From an optimization exercise on the open Yosys and OpenROAD flow, aimed at small area; shortcuts taken in it are not production practice.
In this exercise RTL edits were held to simulation tests only and were not proved equivalent to the original.
The clock port is modelled as an ideal driver; clocking choices that lean on that would not hold on a real chip.
Power and IR drop assume default switching activity.

==> flow/design.v <==
module counter_1000(clk,rst,statechange);
input clk,rst;
output reg [1:0] statechange;
reg [9:0] lf;
wire last = lf == 10'h164;
always @(posedge clk)
begin
    lf <= (rst | last) ? 10'd0 : {lf[8:0], ~(lf[9] ^ lf[6])};
    if (rst)
        statechange <= 2'd0;
    else if (last)
        statechange <= statechange + 1'b1;
end
endmodule
module TrigSignal(clk_1m,rst,trig);
input clk_1m,rst;
output reg trig;
reg [16:0] lf;
reg z;                  
wire last = (lf[16:0] & 17'h1ffef) == 17'h0a8c7;
wire clr  = rst | last;
always @(posedge clk_1m)
begin
    lf   <= clr ? 17'd0 : {lf[15:0], ~(lf[16] ^ lf[13])};
    z    <= clr;
    trig <= ~rst & (z | (trig & lf[0]));
end
endmodule
module PosCounter(clk_1m,rst,echo,dis_count);
input clk_1m,rst,echo;
output reg [15:0] dis_count;
reg [3:0] c16;
reg w;
reg [3:0] d1, d2, d3, d4, hk;
wire idle = d1[3] & d1[1];
wire e0 = ~w & hk[3] & hk[1] & d4[2] & d3[3] & d2[2] & d2[0] & (&d1[2:0]) & c16[3];
wire e1 = w & hk[3] & hk[0] & d4[0] & (&d3[2:0]) & d2[2] & d2[0] & c16[0];
wire frc = rst | ~echo;       
wire zc  = frc | idle;        
wire zd  = zc | e0 | e1;      
wire [31:0] ctab = 32'h21088420;
wire cy1 = ctab[{w, c16}];
wire cy2 = cy1 & d1[3] & d1[0];
wire cy3 = cy2 & d2[3] & d2[0];
wire cy4 = cy3 & d3[3] & d3[0];
wire cy5 = cy4 & d4[3] & d4[0];
function [3:0] binc;
    input [3:0] d;
    input ci;
    begin
        binc[0] = d[0] ^ ci;
        binc[1] = d[1] ^ (ci & d[0] & ~d[3]);
        binc[2] = d[2] ^ (ci & d[0] & d[1]);
        binc[3] = (d[3] & ~(ci & d[0])) | (ci & d[0] & d[1] & d[2]);
    end
endfunction
wire [3:0] n1 = binc(d1, cy1);
wire [3:0] n2 = binc(d2, cy2);
wire [3:0] n3 = binc(d3, cy3);
wire [3:0] n4 = binc(d4, cy4);
wire [3:0] nh = hk + cy5;
wire [3:0] nc = c16 + 1'b1;
always @(posedge clk_1m)
begin
    c16 <= zc ? 4'd0 : nc;
    w   <= ~zc & (e0 | (w & ~e1));
    d1  <= {frc | (~zd & n1[3]), ~zd & n1[2], frc | (~zd & n1[1]), ~zd & n1[0]};
    d2  <= zd ? 4'd0 : n2;
    d3  <= zd ? 4'd0 : n3;
    d4  <= zd ? 4'd0 : n4;
    hk  <= zd ? 4'd0 : nh;
end
always @(posedge clk_1m)
begin
    if (rst)
        dis_count <= 16'd0;
    else if (~echo & ~idle)
        dis_count <= {d4, d3, d2, d1};
end
endmodule  
module Showdigit(in,LED_activating_counter,out1,out2);
input [15:0] in;
input [1:0] LED_activating_counter;
output reg [6:0] out1;
output reg [3:0] out2;
reg [3:0] outnumber;
always @(*)
begin
    case(LED_activating_counter)
    2'b00: begin out2 = 4'b0111; outnumber = in[15:12]; end
    2'b01: begin out2 = 4'b1011; outnumber = in[11:8]; end
    2'b10: begin out2 = 4'b1101; outnumber = in[7:4]; end
    default: begin out2 = 4'b1110; outnumber = in[3:0]; end
    endcase
end
always@(*)
begin
    case(outnumber)
    4'b0000: out1 = 7'b0000001;  
    4'b0001: out1 = 7'b1001111;  
    4'b0010: out1 = 7'b0010010;  
    4'b0011: out1 = 7'b0000110;  
    4'b0100: out1 = 7'b1001100;  
    4'b0101: out1 = 7'b0100100;  
    4'b0110: out1 = 7'b0100000;  
    4'b0111: out1 = 7'b0001111;  
    4'b1000: out1 = 7'b0000000;  
    4'b1001: out1 = 7'b0000100;  
    default: out1 = 7'b0000001;
    endcase
end
endmodule  
module Top(clk, rst, Trig, Echo, distance, sel);
input clk, rst, Echo;
output Trig;
output [6:0] distance;
output [3:0] sel;
wire [15:0] dis;
wire [1:0] state;
counter_1000 u3(.clk(clk), .rst(rst), .statechange(state));
TrigSignal u1(.clk_1m(clk), .rst(rst), .trig(Trig));
PosCounter u2(.clk_1m(clk), .rst(rst), .echo(Echo), .dis_count(dis));
Showdigit u4(.in(dis),.LED_activating_counter(state),.out1(distance[6:0]),.out2(sel[3:0]));
endmodule  
==> flow/config.mk <==
export PLATFORM = sky130hd
export DESIGN_NAME = Top
export DESIGN_NICKNAME = Top
export VERILOG_FILES = /design/flow/design.v
export SDC_FILE = /design/flow/constraint.sdc
export NUM_CORES = 4
export LEC_CHECK = 0
export CAP_MARGIN = 20
export CORE_MARGIN = 2
export CORE_UTILIZATION = 40
export PLACE_DENSITY = 0.6
export SLEW_MARGIN = 20
==> flow/constraint.sdc <==
create_clock -name core_clock -period 1000.0 [get_ports {clk}]
set_input_delay 200.0000 -clock core_clock [delete_from_list [all_inputs] [get_ports {clk}]]
set_output_delay 200.0000 -clock core_clock [all_outputs]
set_load 0.01 [all_outputs]
standard.sh (not shown) runs the stock make flow with config.mk's settings and CLKGATE_MAP_FILE= SYNTH_SCRIPT=/design/flow/synth_recipe.tcl, a recipe that flattens the netlist after the stock synthesis.
==> flow/flow/run.sh <==
#!/bin/bash
# Own layout flow: the standard synthesis, then an area re-mapping of the
# gates between its registers (registers untouched), then the standard ORFS
# steps with small port buffers and small clock buffers.
set -euo pipefail
W=$PWD
F=$W/flow
R=$W/orfs/results/$FLOW_PLATFORM/Top/base
YOSYS=$FLOW_HOME/../tools/install/yosys/bin/yosys
[[ -x $YOSYS ]] || YOSYS=yosys
export LIBFILE=$FLOW_HOME/platforms/$FLOW_PLATFORM/lib/sky130_fd_sc_hd__tt_025C_1v80.lib

# 1. standard synthesis (the standard flow's own script)
bash standard.sh "$R/1_2_yosys.v" > $W/synth_standard.log 2>&1
cp "$R/1_2_yosys.v" $W/standard_1_2_yosys.v

# 2. area re-mapping of the combinational logic
export IN_V=$W/standard_1_2_yosys.v OUT_V=$W/remapped.v ABC_SCRIPT=$F/area.abc
export ABC_DONT_USE="-dont_use sky130_fd_sc_hd__probe_p_8 -dont_use sky130_fd_sc_hd__probec_p_8 -dont_use sky130_fd_sc_hd__lpflow_*"
$YOSYS -c $F/remap.tcl > $W/remap_yosys.log 2>&1
cp $W/remapped.v "$R/1_2_yosys.v"

# 3. the rest of the standard flow
CTS="$(cat $F/cts_args.txt)"
bash standard.sh "BUFFER_PORTS_ARGS=-buffer_cell sky130_fd_sc_hd__buf_1" "CTS_ARGS=$CTS" finish > $W/layout.log 2>&1
==> flow/flow/area.abc <==
strash
&get -n
&deepsyn -T 60
&put
balance -l
resub -K 6 -l
rewrite -l
resub -K 6 -N 2 -l
refactor -l
resub -K 8 -l
balance -l
resub -K 8 -N 2 -l
rewrite -l
resub -K 10 -l
rewrite -z -l
resub -K 10 -N 2 -l
balance -l
resub -K 12 -l
refactor -z -l
resub -K 12 -N 2 -l
rewrite -z -l
balance -l
dch -f
amap
==> flow/flow/cts_args.txt <==
-sink_clustering_enable -buf_list {sky130_fd_sc_hd__clkbuf_2 sky130_fd_sc_hd__clkbuf_4} -root_buf sky130_fd_sc_hd__clkbuf_8 -dont_use_dummy_load -repair_clock_nets
==> flow/flow/remap.tcl <==
# Re-map the combinational logic of the standard synthesis netlist for area.
# Every flip-flop instance of the standard synthesis is kept as it is (same
# name, same cell); only the gates between them are re-synthesised by ABC.
yosys read_liberty -ignore_miss_func $::env(LIBFILE)
yosys blackbox sky130_fd_sc_hd__dfxtp_1
yosys read_verilog $::env(IN_V)
yosys hierarchy -top $::env(FLOW_TOP)
yosys flatten
yosys opt -purge
yosys abc -script $::env(ABC_SCRIPT) -liberty $::env(LIBFILE) {*}$::env(ABC_DONT_USE)
yosys opt_clean -purge
yosys hilomap -singleton -hicell sky130_fd_sc_hd__conb_1 HI -locell sky130_fd_sc_hd__conb_1 LO
yosys insbuf -buf sky130_fd_sc_hd__buf_1 A X
yosys opt_clean -purge
yosys write_verilog -noattr -nohex -nodec -selected $::env(OUT_V)
The first run went through all stages and came out clean.
Change:
--- a/flow/flow/run.sh
+++ b/flow/flow/run.sh
@@ -3,3 +3,3 @@
 # gates between its registers (registers untouched), then the standard ORFS
-# steps with small port buffers and small clock buffers.
+# steps with small port buffers and a single clock buffer.
 set -euo pipefail
@@ -23,3 +23,3 @@
 # 3. the rest of the standard flow
-CTS="$(cat $F/cts_args.txt)"
-bash standard.sh "BUFFER_PORTS_ARGS=-buffer_cell sky130_fd_sc_hd__buf_1" "CTS_ARGS=$CTS" finish > $W/layout.log 2>&1
+export CLOCK_ROOT_BUF=$(cat $F/clock_buf.txt)
+bash standard.sh "BUFFER_PORTS_ARGS=-buffer_cell sky130_fd_sc_hd__buf_1" "PRE_CTS_TCL=$F/pre_cts.tcl" finish > $W/layout.log 2>&1
==> flow/flow/clock_buf.txt (new file) <==
sky130_fd_sc_hd__clkbuf_16
==> flow/flow/pre_cts.tcl (new file) <==
# Clock distribution for this small design: a single clock buffer at the
# centre of the core drives every register clock pin (all registers see the
# same clock), in place of TritonCTS's H-tree of leaf buffers.
set block [ord::get_db_block]
set core [$block getCoreArea]
set dbu [[ord::get_db_tech] getDbUnitsPerMicron]
set cx [expr {([$core xMin] + [$core xMax]) / 2.0 / $dbu}]
set cy [expr {([$core yMin] + [$core yMax]) / 2.0 / $dbu}]
insert_buffer -buffer_cell $::env(CLOCK_ROOT_BUF) -net clk -location [list $cx $cy] \
  -buffer_name clkbuf_root -net_name clk_root
global_connect
[$block findNet clk] setSigType CLOCK
[$block findNet clk_root] setSigType CLOCK
# the tree is complete: clock_tree_synthesis has nothing left to do
rename clock_tree_synthesis ""
proc clock_tree_synthesis {args} {
  puts "clock tree: single buffer clkbuf_root ($::env(CLOCK_ROOT_BUF))"
}
removed: flow/flow/cts_args.txt
Effect: The changed run never finished: it broke off in clock tree synthesis (4_1_cts). Synthesized area is unchanged. Synthesized cell count does not change.

========
## v37
RTL: the design.v shown in full above, as it stands there.
==> flow/config.mk <==
export PLATFORM = sky130hd
export DESIGN_NAME = Top
export DESIGN_NICKNAME = Top
export VERILOG_FILES = /design/flow/design.v
export SDC_FILE = /design/flow/constraint.sdc
export NUM_CORES = 4
export LEC_CHECK = 0
export CAP_MARGIN = 20
export CORE_MARGIN = 2
export CORE_UTILIZATION = 40
export CTS_BUF_LIST = sky130_fd_sc_hd__clkbuf_16
export CTS_CLUSTER_DIAMETER = 500
export CTS_CLUSTER_SIZE = 100
export PLACE_DENSITY = 0.6
export SLEW_MARGIN = 20
==> flow/constraint.sdc <==
create_clock -name core_clock -period 1000.0 [get_ports {clk}]
set_input_delay 200.0000 -clock core_clock [delete_from_list [all_inputs] [get_ports {clk}]]
set_output_delay 200.0000 -clock core_clock [all_outputs]
set_load 0.01 [all_outputs]
run.sh (not shown) runs the stock make flow with config.mk's settings and CLKGATE_MAP_FILE= SYNTH_SCRIPT=/design/flow/synth_recipe.tcl, a recipe that flattens the netlist after the stock synthesis.
Stock flow here: none of the scripts above is used.
Here is what was changed in the inputs of v20 compared with v37.
diff --git a/flow/config.mk b/flow/config.mk
--- a/flow/config.mk
+++ b/flow/config.mk
@@ -9,7 +9,4 @@
 export CORE_MARGIN = 2
 export CORE_UTILIZATION = 40
-export CTS_BUF_LIST = sky130_fd_sc_hd__clkbuf_16
-export CTS_CLUSTER_DIAMETER = 500
-export CTS_CLUSTER_SIZE = 100
 export PLACE_DENSITY = 0.6
 export SLEW_MARGIN = 20
Looking at static leakage, v20 sits 4.0% lower than v37 does.
Power: v20 draws less than v37
Diff v20..v37 | endpoint required time on the critical path | negligible
### v20 -> v33
==> flow/flow/run.sh (new file) <==
#!/bin/bash
# Own layout flow: the standard synthesis, then an area re-mapping of the
# gates between its registers (registers untouched), then the standard ORFS
# steps with small port buffers and a single-level clock tree.
set -euo pipefail
W=$PWD
F=$W/flow
R=$W/orfs/results/$FLOW_PLATFORM/Top/base
YOSYS=$FLOW_HOME/../tools/install/yosys/bin/yosys
[[ -x $YOSYS ]] || YOSYS=yosys
export LIBFILE=$FLOW_HOME/platforms/$FLOW_PLATFORM/lib/sky130_fd_sc_hd__tt_025C_1v80.lib

# 1. standard synthesis (the standard flow's own script)
bash standard.sh "$R/1_2_yosys.v" > $W/synth_standard.log 2>&1
cp "$R/1_2_yosys.v" $W/standard_1_2_yosys.v

# 2. area re-mapping of the combinational logic
export IN_V=$W/standard_1_2_yosys.v OUT_V=$W/remapped.v ABC_SCRIPT=$F/area.abc
export ABC_DONT_USE="-dont_use sky130_fd_sc_hd__probe_p_8 -dont_use sky130_fd_sc_hd__probec_p_8 -dont_use sky130_fd_sc_hd__lpflow_*"
$YOSYS -c $F/remap.tcl > $W/remap_yosys.log 2>&1
cp $W/remapped.v "$R/1_2_yosys.v"

# 3. the rest of the standard flow
CTS="$(cat $F/cts_args.txt)"
bash standard.sh "BUFFER_PORTS_ARGS=-buffer_cell sky130_fd_sc_hd__buf_1" "CTS_ARGS=$CTS" finish > $W/layout.log 2>&1
==> flow/flow/area.abc (new file) <==
strash
&get -n
&deepsyn -T 60
&put
balance -l
resub -K 6 -l
rewrite -l
resub -K 6 -N 2 -l
refactor -l
resub -K 8 -l
balance -l
resub -K 8 -N 2 -l
rewrite -l
resub -K 10 -l
rewrite -z -l
resub -K 10 -N 2 -l
balance -l
resub -K 12 -l
refactor -z -l
resub -K 12 -N 2 -l
rewrite -z -l
balance -l
dch -f
amap
==> flow/flow/cts_args.txt (new file) <==
-sink_clustering_enable -sink_clustering_size 100 -sink_clustering_max_diameter 500 -buf_list sky130_fd_sc_hd__clkbuf_16 -root_buf sky130_fd_sc_hd__clkbuf_16 -dont_use_dummy_load -repair_clock_nets
==> flow/flow/remap.tcl (new file) <==
# Re-map the combinational logic of the standard synthesis netlist for area.
# Every flip-flop instance of the standard synthesis is kept as it is (same
# name, same cell); only the gates between them are re-synthesised by ABC.
yosys read_liberty -ignore_miss_func $::env(LIBFILE)
yosys blackbox sky130_fd_sc_hd__dfxtp_1
yosys read_verilog $::env(IN_V)
yosys hierarchy -top $::env(FLOW_TOP)
yosys flatten
yosys opt -purge
yosys abc -script $::env(ABC_SCRIPT) -liberty $::env(LIBFILE) {*}$::env(ABC_DONT_USE)
yosys opt_clean -purge
yosys hilomap -singleton -hicell sky130_fd_sc_hd__conb_1 HI -locell sky130_fd_sc_hd__conb_1 LO
yosys insbuf -buf sky130_fd_sc_hd__buf_1 A X
yosys opt_clean -purge
yosys write_verilog -noattr -nohex -nodec -selected $::env(OUT_V)
==> flow/standard.sh (new file) <==
#!/bin/bash
# synth_recipe.tcl (not shown) runs the flow's synth.tcl, then flattens the netlist and writes it again
# the make line also repeats each setting of config.mk as NAME=value (left out here)
make -C /OpenROAD-flow-scripts/flow DESIGN_CONFIG=/design/flow/config.mk WORK_HOME=/design/flow/orfs CLKGATE_MAP_FILE= SYNTH_SCRIPT=/design/flow/synth_recipe.tcl "${@:-finish}"
removed: flow/run.sh
==> run summary <==
Between v20 and v33, normalized max-slew margin increased. There was hardly any difference in clock skew between v20 and v33. Of the two candidates, v20 has the worse total vias in the final route and v33 the better one. Between v33 and v20, it is v33 whose slew at the pin with the worst max-slew slack is lower, by 0.034 ns. The share of cells above drive strength 1 of v33 is lower than that of v20.

## afterwards: timing with drivers on the ports
The flow's constraints put no driver on any port. The routed layouts listed below were extracted and timed again, unchanged, in two steps. Step 1 (the two cells are an assumption about what drives the block):
set clk [get_ports {clk}]
set_driving_cell -lib_cell sky130_fd_sc_hd__clkbuf_16 $clk
set_driving_cell -lib_cell sky130_fd_sc_hd__buf_2 [delete_from_list [all_inputs] $clk]
Step 2 times the ports against the registers' clock, not the clock port: input delays grow and output delays shrink by t, the midpoint of the rising clock arrivals with the driver on. Slacks: ideal ports / drivers / drivers and shift; pairs: ideal ports / drivers.
run	t (ns)	slack for setup (ns)	latest minus earliest clock arrival (ns)
the first run of note 1	0.363	797.334 / 797.304 / 797.527	0.022 / 0.021
v37	0.348	797.035 / 797.003 / 797.351	0.010 / 0.010
v20	0.364	797.013 / 796.984 / 797.348	0.013 / 0.013
v33	0.357	797.353 / 797.318 / 797.532	0.014 / 0.014
After both steps setup and hold are still met in every run listed.
